Background: an optimization exercise with open tools, aiming at small area. Do not read the settings as production practice. The RTL was checked by simulation tests, not by an equivalence proof against the original design. The clock port is modelled as an ideal driver; clocking choices that lean on that would not hold on a real chip. No activity file was given, so power comes from the tool's default toggle rates.

== the baseline ==
## slv_reg
module slv_reg(
        input [31:0] reg0,   
        input [31:0] reg1,
        input [31:0] reg2,
        input [31:0] reg3,
        input [31:0] reg4,
        input [31:0] reg5,
        input [31:0] reg6,
        input [31:0] reg7,
        input [31:0] reg8,
        input [31:0] reg9,
        input [31:0] reg10,
        input sysclk,
        output tcclk_out,
        output sout
    );
wire reset = reg0[1];
wire start = reg0[0];
reg [10:0] lfsr;
reg clk_out;
wire term = (lfsr[9:0] == 10'b0100000101);
always @(posedge sysclk)
begin
    if (reset | term)
        lfsr <= 11'd0;
    else
        lfsr <= {lfsr[9:0], ~(lfsr[10] ^ lfsr[1])};
    if (reset)
        clk_out <= 1'b0;
    else if (term)
        clk_out <= ~clk_out;
end
assign tcclk_out = clk_out & start;
reg tcclk_d;
always @(posedge sysclk)
    tcclk_d <= tcclk_out;
wire tick = tcclk_out & ~tcclk_d;
reg [4:0] bitcnt;
always @(posedge sysclk)
begin
    if (reset)
        bitcnt <= 5'd0;
    else if (tick)
        bitcnt <= bitcnt + 5'd1;
end
wire load_rise = tick & (bitcnt == 5'd31);
reg [3:0] wc;
always @(posedge sysclk)
begin
    if (reset)
        wc <= 4'd12;
    else if (load_rise)
        wc <= (wc == 4'd11) ? 4'd0 : (wc == 4'd12) ? 4'd1 : wc + 4'd1;
end
wire fresh = (wc == 4'd12);         
wire en_out = ~fresh & (wc != 4'd1);
wire cap = tick & (bitcnt == 5'd2) & ~fresh;
reg [31:0] word;
always @(*)
begin
    case (wc)
        4'd0, 4'd2:  word = reg2;
        4'd3:        word = reg3;
        4'd4:        word = reg4;
        4'd5:        word = reg5;
        4'd6:        word = reg6;
        4'd7:        word = reg7;
        4'd8:        word = reg8;
        4'd9:        word = reg9;
        4'd10:       word = reg10;
        default:     word = reg1;
    endcase
end
reg [61:0] sr;
always @(posedge sysclk)
begin
    if (cap)
        sr <= {word[0], word[1], word[2], word[3], word[4], word[5], word[6], word[7],
  ...
Size: roughly 650 cells after synthesis, about 360 I/O pins.
clock: 10.0 ns
lec_check: 0
cap_margin: 20
core_margin: 2
core_utilization: 40
slew_margin: 20
standard.sh (not shown) runs the stock make flow with config.mk's settings and CLKGATE_MAP_FILE= SYNTH_SCRIPT=/design/flow/synth_recipe.tcl, a recipe that flattens the netlist after the stock synthesis.
==> flow/flow/run.sh <==
#!/bin/bash
# Standard ORFS layout, with the port buffers made from the smallest buffer
# cell and CTS without dummy loads. The full output goes to flow.log.
export BUFFER_PORTS_ARGS="-buffer_cell sky130_fd_sc_hd__buf_1"
export CTS_ARGS="-sink_clustering_enable -repair_clock_nets -dont_use_dummy_load"
bash standard.sh > flow.log 2>&1
Input changes introduced in the candidate (baseline for comparison: the baseline):
==> flow/run.sh (new file) <==
#!/bin/bash
# synth_recipe.tcl (not shown) runs the flow's synth.tcl, then flattens the netlist and writes it again
# the make line also repeats each setting of config.mk as NAME=value (left out here)
make -C /OpenROAD-flow-scripts/flow DESIGN_CONFIG=/design/flow/config.mk WORK_HOME=/design/flow/orfs CLKGATE_MAP_FILE= SYNTH_SCRIPT=/design/flow/synth_recipe.tcl finish
removed: flow/flow/run.sh
removed: flow/standard.sh
Results
Comparing the baseline and the candidate, combinational power is lower on the baseline. Comparing the baseline against the candidate, there is no change at all in setup fix buffers added after clock tree synthesis. [the candidate] number of antenna violations at the first check in global routing rose 1 relative to the baseline. The candidate vs the baseline, depth of the worst register-to-register path went up by 1. For the count of clock-buffer cells in the layout, the candidate came in 2 higher than the baseline did. Looking at most common cell after layout, fill and taps aside, the sky130_fd_sc_hd__clkdlybuf4s50_1 result is from the candidate; the sky130_fd_sc_hd__buf_1 one comes from the baseline.

* * *

oak:
Another version of the RTL of slv_reg (not shown whole).
For scale: roughly 320 cells after synthesis, about 84 flip-flops, ~360 I/O pins, ~3900 µm² of cells after synthesis.
Design slv_reg, start of the top module:
module slv_reg(
        input [31:0] reg0,   
        input [31:0] reg1,
        input [31:0] reg2,
        input [31:0] reg3,
        input [31:0] reg4,
        input [31:0] reg5,
        input [31:0] reg6,
        input [31:0] reg7,
        input [31:0] reg8,
        input [31:0] reg9,
        input [31:0] reg10,
        input sysclk,
        output tcclk_out,
        output sout
    );
==> flow/config.mk <==
export PLATFORM = sky130hd
export DESIGN_NAME = slv_reg
export DESIGN_NICKNAME = slv_reg
export VERILOG_FILES = /design/flow/design.v
export SDC_FILE = /design/flow/constraint.sdc
export NUM_CORES = 4
export LEC_CHECK = 0
export CAP_MARGIN = 0
export CORE_MARGIN = 2
export CORE_UTILIZATION = 30
export SLEW_MARGIN = 0
==> flow/constraint.sdc <==
create_clock -name core_clock -period 10.0 [get_ports {sysclk}]
set_input_delay 2.0000 -clock core_clock [delete_from_list [all_inputs] [get_ports {sysclk}]]
set_output_delay 2.0000 -clock core_clock [all_outputs]
set_load 0.01 [all_outputs]
==> flow/flow/run.sh <==
#!/bin/bash
# The standard ORFS layout (standard.sh) with these changes:
#  * synthesis maps logic with an area-oriented abc script (flow/synth.tcl);
#  * the port buffers use the smallest buffer cell, buf_1;
#  * CTS uses small clock buffers and no dummy loads;
#  * no adder extraction in synthesis (ADDER_MAP_FILE empty).
# The full output of the flow goes to flow.log in the work folder.
set -euo pipefail
export FLOW_WORK=$PWD
export FLOW_ABC_SCRIPT=$PWD/flow/area.abc
export BUFFER_PORTS_ARGS="-buffer_cell sky130_fd_sc_hd__buf_1"
export CTS_ARGS="-sink_clustering_enable -repair_clock_nets -dont_use_dummy_load -buf_list {sky130_fd_sc_hd__clkbuf_2 sky130_fd_sc_hd__clkbuf_4 sky130_fd_sc_hd__clkbuf_8}"
bash standard.sh SYNTH_SCRIPT=$PWD/flow/synth.tcl ADDER_MAP_FILE= finish > flow.log 2>&1
==> flow/flow/area.abc <==
&get -n
&st
&nf -R 1000
&put
==> flow/flow/synth.tcl <==
# The standard flow's synthesis (synth_recipe.tcl, unchanged) with one difference: abc maps
# the logic with flow/area.abc (structural hashing and area-oriented &nf
# mapping) instead of ORFS's delay-oriented script. Registers are mapped by
# dfflibmap before abc, exactly as in the standard synthesis.
proc abc {args} {
  set i [lsearch $args -script]
  if { $i >= 0 } {
    set args [lreplace $args [expr {$i + 1}] [expr {$i + 1}] $::env(FLOW_ABC_SCRIPT)]
  }
  yosys abc {*}$args
}
source $::env(FLOW_WORK)/synth_recipe.tcl
Having completed the whole flow, oak delivered a layout that passed the timing, DRC and antenna checks.
Input-level comparison between pine and oak:
-- flow/flow/run.sh --
<<< oak, line 5
#  * CTS uses small clock buffers and no dummy loads;
>>> pine, line 5
<<< oak, line 12
export CTS_ARGS="-sink_clustering_enable -repair_clock_nets -dont_use_dummy_load -buf_list {sky130_fd_sc_hd__clkbuf_2 sky130_fd_sc_hd__clkbuf_4 sky130_fd_sc_hd__clkbuf_8}"
>>> pine, line 11
export POST_CTS_TCL=$PWD/flow/post_cts.tcl
export CTS_ARGS="-sink_clustering_enable -repair_clock_nets -dont_use_dummy_load -buf_list {sky130_fd_sc_hd__clkbuf_4}"
==> flow/flow/post_cts.tcl (new file) <==
set clk [lindex [all_clocks] 0]
set was_prop [get_property $clk is_propagated]
set_propagated_clock [all_clocks]
estimate_parasitics -placement
set n 0
foreach inst [get_cells *] {
  if { [get_property $inst ref_name] != "sky130_fd_sc_hd__clkbuf_4" } { continue }
  set net [get_nets -of_objects [get_pins -of_objects $inst -filter "direction==output"]]
  set worst 0
  foreach p [get_pins -of_objects $net -filter "direction==input"] {
    foreach prop {slew_max_rise slew_max_fall} {
      set v [get_property $p $prop]
      if { $v > $worst } { set worst $v }
    }
  }
  puts "post_cts: [get_full_name $inst] sink slew [format %.4f $worst]"
  if { $worst > 0.122 } {
    replace_cell $inst sky130_fd_sc_hd__clkbuf_8
    incr n
  }
}
puts "post_cts: upsized $n clock buffers to clkbuf_8"
if { !$was_prop } { unset_propagated_clock [all_clocks] }
detailed_placement
check_placement
estimate_parasitics -placement
-- flow/config.mk --
<<< oak, line 8
export CAP_MARGIN = 0
>>> pine, line 8
export CAP_MARGIN = 20
<<< oak, line 11
export SLEW_MARGIN = 0
>>> pine, line 11
export GPL_TIMING_DRIVEN = 0
export SLEW_MARGIN = 20
Results
Of pine and oak, it is pine that has the higher fraction of layout cells with a size suffix above 1.
In terms of total length of routed wires, pine and oak differ only marginally.
Per the comparison of pine with oak, critical path depth went up by 2, total design power went down by 4.2%, clock tree cell share of total cell area went down by 0.61 points, count of non-CTS buffers in the layout went up by 13.
Between oak and pine, the flow reports design area increasing by a few percent.
pine vs oak: global-route usage down
Going from oak to pine, hold slack grows by 0.013 ns.
In the tables for oak and pine, switching part of the total power reads lower with oak.
In the flow results for oak and pine, the slack of the critical path is larger on pine.
[inputs] birch vs pine
-- flow/config.mk --
<<< pine, line 11
export GPL_TIMING_DRIVEN = 0
>>> birch, line 11
==> run notes <==
- Across both runs, number of buffers and inverters on the critical path was lower for birch than for pine.
- Layout net count, birch and pine, lower one = birch.
- Comparing birch against pine, there is no change at all in sequential cell area in the final layout.
- When the final numbers for birch and pine were put side by side, the number of cell instances on the worst register-to-register path turned out to be smaller in birch.
- birch does better than pine on worst-case vdd ir drop.
- birch improves on pine in number of design-rule violations left by the first detailed-router iteration.
- Compared with pine, birch is more frugal on power.
- Of the two candidates, pine has the better setup slack and birch the worse one.
- Higher part of the cycle the worst path needs goes to birch over pine.
For maple, these inputs were changed with respect to birch:
-- flow/flow/run.sh --
<<< birch, line 5
>>> maple, line 5
#  * CTS uses small clock buffers and no dummy loads;
<<< birch, line 11
export POST_CTS_TCL=$PWD/flow/post_cts.tcl
export CTS_ARGS="-sink_clustering_enable -repair_clock_nets -dont_use_dummy_load -buf_list {sky130_fd_sc_hd__clkbuf_4}"
>>> maple, line 12
export CTS_ARGS="-sink_clustering_enable -repair_clock_nets -dont_use_dummy_load -buf_list {sky130_fd_sc_hd__clkbuf_2 sky130_fd_sc_hd__clkbuf_4 sky130_fd_sc_hd__clkbuf_8}"
removed: flow/flow/post_cts.tcl
[summary]
Wire length of the first global-routing pass: maple vs birch, no meaningful difference
Changes observed in maple relative to birch: maximum frequency went down 2.8%; number of vias per cell after detailed routing went up about 0.5%; relative contribution of combinational cells to total power went down 0.5 points.

-- afterwards: timing with drivers on the ports --
The flow's constraints put no driver on any port. The routed layouts listed below were extracted and timed again, unchanged, in two steps. Step 1 sets driving cells, clkbuf_16 on the clock port and buf_2 on the other inputs (assumed; they add their load-dependent delay and slew). Step 2 also shifts input and output timing later by t, the mid clock arrival at the registers, as if the neighbouring blocks saw the same clock. Slacks: no drivers / after step 1 / after step 2; pairs: no drivers / after step 1.
run	t (ns)	setup WS [ns]	worst setup path at the end
the baseline	0.369	5.432 / 5.394 / 5.394	input to output
the candidate	0.379	4.660 / 4.623 / 4.623	input to output
oak	0.370	4.565 / 4.576 / 4.206	input to register
pine	0.381	5.302 / 5.317 / 4.936	input to register
birch	0.449	5.052 / 5.061 / 4.612	input to register
maple	0.369	4.907 / 4.916 / 4.546	input to register
After both steps every run listed still meets setup and hold. For birch, which loses most, drivers alone change the setup slack by +0.009 ns; drivers and shift together by -0.440 ns.
